This design comes from an exercise in tuning for small area on the open sky130 flow, not from production work.
In this exercise RTL edits were held to simulation tests only and were not proved equivalent to the original.
Power and IR drop assume default switching activity.

==> job 9931: inputs <==
// UART
module UART(
    input               clk,
    input               rst,
    input               EIGHT,
    input               PEN,
    input               OHEL,
    input               RX,
    input               Write,
    input   [1:0]       Read,
    input   [3:0]       Baud,
    input   [15:0]      OUT_PORT,
    output              TX,
    output              UART_INT,
    output  reg [7:0]   UART_DS
    );
    reg [18:0] tk, th;
    always @(*)
        case(Baud)
            4'd0: tk = 19'h0c157;   
            4'd1: tk = 19'h489f2;   
            4'd2: tk = 19'h4f593;   
            4'd3: tk = 19'h24543;   
            4'd4: tk = 19'h1a612;   
            4'd5: tk = 19'h705ee;   
            4'd6: tk = 19'h7b2b5;   
            4'd7: tk = 19'h7c52f;   
            4'd8: tk = 19'h04e5f;   
            4'd9: tk = 19'h62e76;   
            4'd10: tk = 19'h4db27;   
            4'd11: tk = 19'h25fb2;   
            4'd12: tk = 19'h00000;   
            4'd13: tk = 19'h00000;   
            4'd14: tk = 19'h00000;   
            4'd15: tk = 19'h00000;   
        endcase
    always @(*)
        case(Baud)
            4'd0: th = 19'h6e8e8;   
            4'd1: th = 19'h27ac9;   
            4'd2: th = 19'h24543;   
            4'd3: th = 19'h4d309;   
            4'd4: th = 19'h705ee;   
            4'd5: th = 19'h7b2b5;   
            4'd6: th = 19'h624cc;   
            4'd7: th = 19'h04e5f;   
            4'd8: th = 19'h62e76;   
            4'd9: th = 19'h4db27;   
            4'd10: th = 19'h52fd9;   
            4'd11: th = 19'h30bc0;   
            4'd12: th = 19'h00000;   
            4'd13: th = 19'h00000;   
            4'd14: th = 19'h00000;   
            4'd15: th = 19'h00000;   
        endcase
    function [18:0] step;
        input [18:0] q;
        step = {q[17:0], ~(q[18] ^ q[5])};
    endfunction
    reg         TXRDY, tdoit, tld;
    reg  [18:0] tq;              
    reg  [3:0]  tc;              
    reg  [10:0] ts;              
    wire        tbtu  = (tq == tk);
    wire        tdone = (tc == 4'd11);
    reg bit_10, bit_9;
    always @(*)
        case({EIGHT,PEN,OHEL})
            3'b000, 3'b001: {bit_10,bit_9} = 2'b11;
            3'b010 : {bit_10,bit_9} = {1'b1,^OUT_PORT[6:0]};
            3'b011 : {bit_10,bit_9} = {1'b1,~^OUT_PORT[6:0]};
  ...
==> module UART, before the edit <==
module UART(
    input               clk,
    input               rst,
    input               EIGHT,
    input               PEN,
    input               OHEL,
    input               RX,
    input               Write,
    input   [1:0]       Read,
    input   [3:0]       Baud,
    input   [15:0]      OUT_PORT,
    output              TX,
    output              UART_INT,
    output  reg [7:0]   UART_DS
    );
    reg [18:0] tk, th;
    always @(*)
        case(Baud)
            4'd0: tk = 19'h0c157;   
            4'd1: tk = 19'h489f2;   
            4'd2: tk = 19'h4f593;   
            4'd3: tk = 19'h24543;   
            4'd4: tk = 19'h1a612;   
            4'd5: tk = 19'h705ee;   
            4'd6: tk = 19'h7b2b5;   
            4'd7: tk = 19'h7c52f;   
            4'd8: tk = 19'h04e5f;   
            4'd9: tk = 19'h62e76;   
            4'd10: tk = 19'h4db27;   
            4'd11: tk = 19'h25fb2;   
            4'd12: tk = 19'h00000;   
            4'd13: tk = 19'h00000;   
            4'd14: tk = 19'h00000;   
            4'd15: tk = 19'h00000;   
        endcase
    always @(*)
        case(Baud)
            4'd0: th = 19'h6e8e8;   
            4'd1: th = 19'h27ac9;   
            4'd2: th = 19'h24543;   
            4'd3: th = 19'h4d309;   
            4'd4: th = 19'h705ee;   
            4'd5: th = 19'h7b2b5;   
            4'd6: th = 19'h624cc;   
            4'd7: th = 19'h04e5f;   
            4'd8: th = 19'h62e76;   
            4'd9: th = 19'h4db27;   
            4'd10: th = 19'h52fd9;   
            4'd11: th = 19'h30bc0;   
            4'd12: th = 19'h00000;   
            4'd13: th = 19'h00000;   
            4'd14: th = 19'h00000;   
            4'd15: th = 19'h00000;   
        endcase
    function [18:0] step;
        input [18:0] q;
        step = {q[17:0], ~(q[18] ^ q[5])};
    endfunction
    reg         TXRDY, tdoit, tld;
    reg  [18:0] tq;              
    reg  [3:0]  tc;              
    reg  [10:0] ts;              
    wire        tbtu  = (tq == tk);
    wire        tdone = (tc == 4'd11);
    reg bit_10, bit_9;
    always @(*)
        case({EIGHT,PEN,OHEL})
            3'b000, 3'b001: {bit_10,bit_9} = 2'b11;
            3'b010 : {bit_10,bit_9} = {1'b1,^OUT_PORT[6:0]};
            3'b011 : {bit_10,bit_9} = {1'b1,~^OUT_PORT[6:0]};
            3'b100, 3'b101: {bit_10,bit_9} = {1'b1,OUT_PORT[7]};
            3'b110 : {bit_10,bit_9} = {^OUT_PORT[7:0],OUT_PORT[7]};
            default: {bit_10,bit_9} = {~^OUT_PORT[7:0],OUT_PORT[7]};
        endcase
    always @(posedge clk, posedge rst)
        if(rst) begin
            TXRDY <= 1'b1;
            tdoit <= 1'b0;
            tld   <= 1'b0;
        end else begin
            TXRDY <= tdone | (TXRDY & ~Write);
            tdoit <= Write | (tdoit & ~tdone);
            tld   <= Write;
        end
    always @(posedge clk) begin
        tq <= (tdoit & ~tbtu) ? step(tq) : 19'd0;
        tc <= ~tdoit ? 4'd0 : tbtu ? tc + 4'd1 : tc;
    end
    always @(posedge clk, posedge rst)
        if(rst)
            ts <= 11'h7ff;
        else begin
            if(Write)           ts[10:2] <= {bit_10, bit_9, OUT_PORT[6:0]};
            else if(tld)        ts[10:2] <= ts[10:2];
            else if(tbtu)       ts[10:2] <= {1'b1, ts[10:3]};
            if(tld)             ts[1:0] <= 2'b01;
            else if(tbtu)       ts[1:0] <= ts[2:1];
        end
    assign TX = ts[0];
    reg         ract, rstart;
    reg  [18:0] rq;
    reg  [3:0]  rc;
    reg  [9:0]  rsr;
    reg         RXRDY, PERR, FERR, OVF;
    wire        rbtu  = (rq == (rstart ? th : tk));
    reg  [3:0]  fx;
    always @(*)
        case({EIGHT,PEN})
            2'b00:   fx = 4'd9;
            2'b11:   fx = 4'd11;
            default: fx = 4'd10;
        endcase
    wire        rdone = (rc == fx);
    always @(posedge clk, posedge rst)
        if(rst) begin
            ract   <= 1'b0;
            rstart <= 1'b0;
        end else begin
            ract   <= (ract & ~rstart) ? ~rdone : ~RX;
            rstart <= ~RX & (~ract | (rstart & ~rbtu));
        end
    always @(posedge clk) begin
        rq <= (ract & ~rbtu) ? step(rq) : 19'd0;
        rc <= ~ract ? 4'd0 : rbtu ? rc + 4'd1 : rc;
    end
    always @(posedge clk, posedge rst)
        if(rst)                  rsr <= 10'd0;
        else if(rbtu & ~rstart)  rsr <= {RX, rsr[9:1]};
    reg  [9:0] qo;
    always @(*)
        if(EIGHT ^ PEN)          qo = {1'b1, rsr[9:1]};
        else if(~EIGHT & ~PEN)   qo = {2'b11, rsr[9:2]};
        else                     qo = rsr;
    wire pgen   = EIGHT ? qo[7] : 1'b0;
    wire prcv   = EIGHT ? qo[8] : qo[7];
    wire stopb  = ({EIGHT,PEN} == 2'b00) ? qo[7] :
                  ({EIGHT,PEN} == 2'b11) ? qo[9] : qo[8];
    wire perr_s = PEN & (^{qo[6:0], pgen, OHEL, prcv});
    always @(posedge clk, posedge rst)
        if(rst) begin
            RXRDY <= 1'b0;
            PERR  <= 1'b0;
            FERR  <= 1'b0;
            OVF   <= 1'b0;
        end else begin
            RXRDY <= rdone | (RXRDY & ~Read[0]);
            PERR  <= (rdone & perr_s) | (PERR & ~Read[0]);
            FERR  <= (rdone & stopb)  | (FERR & ~Read[0]);
            OVF   <= (rdone & RXRDY)  | (OVF  & ~Read[0]);
        end
    reg ev1, intr;
    always @(posedge clk, posedge rst)
        if(rst) begin
            ev1  <= 1'b1;
            intr <= 1'b0;
        end else begin
            ev1  <= (tdone & ~TXRDY) | (rdone & ~RXRDY);
            intr <= ev1;
        end
    assign UART_INT = intr;
    always @(*)
        if(Read[1])         UART_DS = {3'b000, OVF, FERR, PERR, TXRDY, RXRDY};
        else if(Read[0])    UART_DS = qo[7:0];
        else                UART_DS = 8'd0;
endmodule
export LEC_CHECK = 0
export CAP_MARGIN = 20
export CORE_MARGIN = 2
export CORE_UTILIZATION = 40
export SLEW_MARGIN = 20
create_clock -name core_clock -period 10.0 [get_ports {clk}]
run.sh (not shown) runs the stock make flow with config.mk's settings and CLKGATE_MAP_FILE= SYNTH_SCRIPT=/design/flow/synth_recipe.tcl, a recipe that flattens the netlist after the stock synthesis.
==> job 1688: changes against job 9931 <==
==> flow/design.v (replaced) <==
`timescale 1ns / 1ps
module UART(
    input               clk,
    input               rst,
    input               EIGHT,
    input               PEN,
    input               OHEL,
    input               RX,
    input               Write,
    input   [1:0]       Read,
    input   [3:0]       Baud,
    input   [15:0]      OUT_PORT,
    output              TX,
    output              UART_INT,
    output  reg [7:0]   UART_DS
    );
    reg [18:0] k;
    always @(*)
        case(Baud)
            4'd0:  k = 19'd333333;
            4'd1:  k = 19'd83333;
            4'd2:  k = 19'd41667;
            4'd3:  k = 19'd20833;
            4'd4:  k = 19'd10417;
            4'd5:  k = 19'd5208;
            4'd6:  k = 19'd2604;
            4'd7:  k = 19'd1736;
            4'd8:  k = 19'd868;
            4'd9:  k = 19'd434;
            4'd10: k = 19'd217;
            4'd11: k = 19'd109;
            default: k = 19'd0;
        endcase
    reg         TXRDY, tdoit, tld;
    reg  [18:0] tq;              
    reg  [3:0]  tc;              
    reg  [10:0] ts;              
    wire        tbtu  = &(tq | ~k);
    wire        tdone = (tc == 4'd11);
    reg bit_10, bit_9;
    always @(*)
        case({EIGHT,PEN,OHEL})
            3'b000, 3'b001: {bit_10,bit_9} = 2'b11;
            3'b010 : {bit_10,bit_9} = {1'b1,^OUT_PORT[6:0]};
            3'b011 : {bit_10,bit_9} = {1'b1,~^OUT_PORT[6:0]};
            3'b100, 3'b101: {bit_10,bit_9} = {1'b1,OUT_PORT[7]};
            3'b110 : {bit_10,bit_9} = {^OUT_PORT[7:0],OUT_PORT[7]};
            default: {bit_10,bit_9} = {~^OUT_PORT[7:0],OUT_PORT[7]};
        endcase
    always @(posedge clk, posedge rst)
        if(rst) begin
            TXRDY <= 1'b1;
            tdoit <= 1'b0;
            tld   <= 1'b0;
        end else begin
            TXRDY <= tdone | (TXRDY & ~Write);
            tdoit <= Write | (tdoit & ~tdone);
            tld   <= Write;
        end
    always @(posedge clk) begin
        tq <= (tdoit & ~tbtu) ? tq + 19'd1 : 19'd0;
        tc <= ~tdoit ? 4'd0 : tbtu ? tc + 4'd1 : tc;
    end
    always @(posedge clk, posedge rst)
        if(rst)                 ts[0] <= 1'b1;
        else if(tld)            ts[0] <= 1'b1;
        else if(tbtu)           ts[0] <= ts[1];
    always @(posedge clk)
        if(rst)                 ts[10:1] <= 10'h3ff;
        else begin
            if(Write)           ts[10:2] <= {bit_10, bit_9, OUT_PORT[6:0]};
            else if(tld)        ts[10:2] <= ts[10:2];
            else if(tbtu)       ts[10:2] <= {1'b1, ts[10:3]};
            if(tld)             ts[1] <= 1'b0;
            else if(tbtu)       ts[1] <= ts[2];
        end
    assign TX = ts[0];
    reg         ract;
    reg  [18:0] rq;
    reg  [3:0]  rc;
    reg  [9:0]  rsr;
    reg         RXRDY, PERR, FERR, OVF;
    wire        rstart = ract & (rc == 4'd0);
    wire        rbtu  = &(rq | ~{k[18:1], k[0] & ~rstart});
    reg  [3:0]  fx;
    always @(*)
        case({EIGHT,PEN})
            2'b00:   fx = 4'd9;
            2'b11:   fx = 4'd11;
            default: fx = 4'd10;
        endcase
    wire        rdone = (rc == fx);
    always @(posedge clk, posedge rst)
        if(rst) ract <= 1'b0;
        else    ract <= (ract & ~rstart) ? ~rdone : ~RX;
    always @(posedge clk) begin
        rq <= (ract & ~rbtu & ~(rstart & RX)) ? rq + {rstart, ~rstart} : 19'd0;
        rc <= ~ract ? 4'd0 : rbtu ? rc + 4'd1 : rc;
    end
    wire both    = EIGHT & PEN;
    wire neither = ~EIGHT & ~PEN;
    always @(posedge clk, posedge rst)
        if(rst)                  rsr <= 10'd0;
        else if(rbtu & ~rstart)  rsr <= {RX, both ? rsr[9] : RX, neither ? RX : rsr[8], rsr[7:1]};
    wire [9:0] qo = {~both | rsr[9], neither | rsr[8], rsr[7:0]};
    wire pgen   = EIGHT ? qo[7] : 1'b0;
    wire prcv   = EIGHT ? qo[8] : qo[7];
    wire stopb  = ({EIGHT,PEN} == 2'b00) ? qo[7] :
                  ({EIGHT,PEN} == 2'b11) ? qo[9] : qo[8];
    wire perr_s = PEN & (^{qo[6:0], pgen, OHEL, prcv});
    always @(posedge clk, posedge rst)
        if(rst) begin
            RXRDY <= 1'b0;
            PERR  <= 1'b0;
            FERR  <= 1'b0;
            OVF   <= 1'b0;
        end else begin
            RXRDY <= rdone | (RXRDY & ~Read[0]);
            PERR  <= (rdone & perr_s) | (PERR & ~Read[0]);
            FERR  <= (rdone & stopb)  | (FERR & ~Read[0]);
            OVF   <= (rdone & RXRDY)  | (OVF  & ~Read[0]);
        end
    reg ev1, intr;
    always @(posedge clk, posedge rst)
        if(rst) begin
            ev1  <= 1'b1;
            intr <= 1'b0;
        end else begin
            ev1  <= (tdone & ~TXRDY) | (rdone & ~RXRDY);
            intr <= ev1;
        end
    assign UART_INT = intr;
    always @(*)
        if(Read[1])         UART_DS = {3'b000, OVF, FERR, PERR, TXRDY, RXRDY};
        else if(Read[0])    UART_DS = qo[7:0];
        else                UART_DS = 8'd0;
endmodule
==> flow/flow/run.sh (new file) <==
#!/bin/bash
# Own flow: the standard layout (standard.sh) with three changes:
#  - synthesis maps the logic for area (flow/abc_override.tcl, flow/abc_area.script);
#  - the port buffers are buf_1 cells, the smallest buffer;
#  - clock tree synthesis uses small clock buffers and no dummy loads.
# Each tool's output goes to its log under orfs/logs/; make's output to flow_make.log.
set -euo pipefail
here=$(pwd)
export OWN_ABC_SCRIPT="$here/flow/abc_area.script"
{ head -n 1 synth_recipe.tcl; cat flow/abc_override.tcl; tail -n +2 synth_recipe.tcl; } > own_synth.tcl
sed "s#/synth_recipe\.tcl#/own_synth.tcl#g" standard.sh > own_standard.sh
grep -q own_synth.tcl own_standard.sh
bash own_standard.sh \
  "BUFFER_PORTS_ARGS=-buffer_cell sky130_fd_sc_hd__buf_1" \
  "CTS_ARGS=-sink_clustering_enable -repair_clock_nets -dont_use_dummy_load -buf_list {sky130_fd_sc_hd__clkbuf_4}" \
  finish > flow_make.log 2>&1
==> flow/flow/abc_area.script (new file) <==
strash
&get -n
&fraig -x
&put
scorr
dc2
dretime
strash
dch -f
amap
strash
dch -f
amap
==> flow/flow/abc_override.tcl (new file) <==
# Technology mapping for area. The standard synthesis hands ABC its speed
# script with buffering and upsizing, and maps adders to half/full-adder
# cells before ABC sees them. Here ABC maps the whole logic, adders included,
# with an area script; everything else in the synthesis is as is, so the
# registers, their names and cell types are the standard synthesis's.
proc extract_fa {args} { puts "own flow: adders left to ABC" }
proc abc {args} {
  set out {}
  for {set i 0} {$i < [llength $args]} {incr i} {
    set a [lindex $args $i]
    if {$a eq "-script"} { incr i; lappend out -script $::env(OWN_ABC_SCRIPT); continue }
    if {$a eq "-D"} { incr i; continue }
    lappend out $a
  }
  # Cells with a stronger one of the same area: leave them out, so that ABC
  # takes the stronger (this changes no area but spares repair buffers).
  foreach c {inv_1 clkinv_1 o21ai_0 and2_0 or2_0 or2_1 a21boi_0 a31o_1 mux2_1
             mux4_1 a21bo_1 and4bb_1 o211a_1 o21ba_1 o221a_1 o311ai_0 or3b_1
             or4b_1} {
    lappend out -dont_use sky130_fd_sc_hd__$c
  }
  yosys abc {*}$out
}
==> flow/standard.sh (new file) <==
#!/bin/bash
# synth_recipe.tcl (not shown) runs the flow's synth.tcl, then flattens the netlist and writes it again
# the make line also repeats each setting of config.mk as NAME=value (left out here)
make -C /OpenROAD-flow-scripts/flow DESIGN_CONFIG=/design/flow/config.mk WORK_HOME=/design/flow/orfs CLKGATE_MAP_FILE= SYNTH_SCRIPT=/design/flow/synth_recipe.tcl "${@:-finish}"
CORE_UTILIZATION = 70   (was 40)
PLACE_DENSITY = 0.85   (was unset)
removed: flow/run.sh
==> comparison table <==
metric	job 9931	job 1688
Initial standard-cell utilization of the core	41.10%	72.24%
Areal power density over the cells	156.3 mW/mm2	188.3 mW/mm2
Period minus WS final	6.751 ns	4.784 ns
Iter 0 DRT Violations	292	236
Flops & latches, synth	78	77
Crit-path max cell delay	0.74 ns	0.23 ns
Area of placed instances	0.005251 mm2	0.003577 mm2
Library cell with the highest instance count after synthesis	sky130_fd_sc_hd__dfxtp_1	sky130_fd_sc_hd__nor2_1
Worst skew pair latency	0.33 ns	0.43 ns
Mean cell area of the mapped netlist	9.043 um2	7.792 um2
Global routing met1 resource utilization	25.56%	33.48%
Total Die Area	0.01325 mm2	0.005415 mm2
Met2 track utilization from global routing	27.76%	48.41%
Proportion of synthesized area in mux cells	9.123%	0%
Layout Cells excl Fill	708	529
Number of buffer and inverter instances along the worst setup path	3	2
Reg2Reg Setup Slack	6.35 ns	6.48 ns
Outcome	timing/DRC/antenna clean	timing/DRC/antenna clean
Simple-gate area share of the yosys netlist	19.87%	25.47%
Arrival time at the worst endpoint	4.75 ns	2.78 ns
Final Cell Area	0.005519 mm2	0.003645 mm2
Mapped cell area	0.004937 mm2	0.003390 mm2
Seq pwr share	44.7%	57.6%

static timing again, ports no longer ideal:
How much do the figures lean on ideal ports? The routed layouts below were timed once more, with nothing changed but the port constraints. Step 1 sets driving cells, clkbuf_16 on the clock port and buf_2 on the other inputs (assumed; they add their load-dependent delay and slew). Step 2 times the ports against the registers' clock, not the clock port: input delays grow and output delays shrink by t, the midpoint of the rising clock arrivals with the driver on. a / b / c = ideal ports / drivers / drivers and shift; a / b = the first two.
run | shift t [ns] | setup slack, ns | hold slack, ns | clock arrival spread, ns
job 9931 | 0.370 | 3.249 / 3.228 / 3.228 | 0.407 / 0.407 / 0.407 | 0.006 / 0.005
job 1688 | 0.439 | 5.216 / 5.194 / 5.019 | 0.402 / 0.402 / 0.402 | 0.031 / 0.030
After both steps every run listed still meets setup and hold. The setup slack of job 1688, which loses most, moves by -0.022 ns with the drivers and by -0.197 ns with both steps.
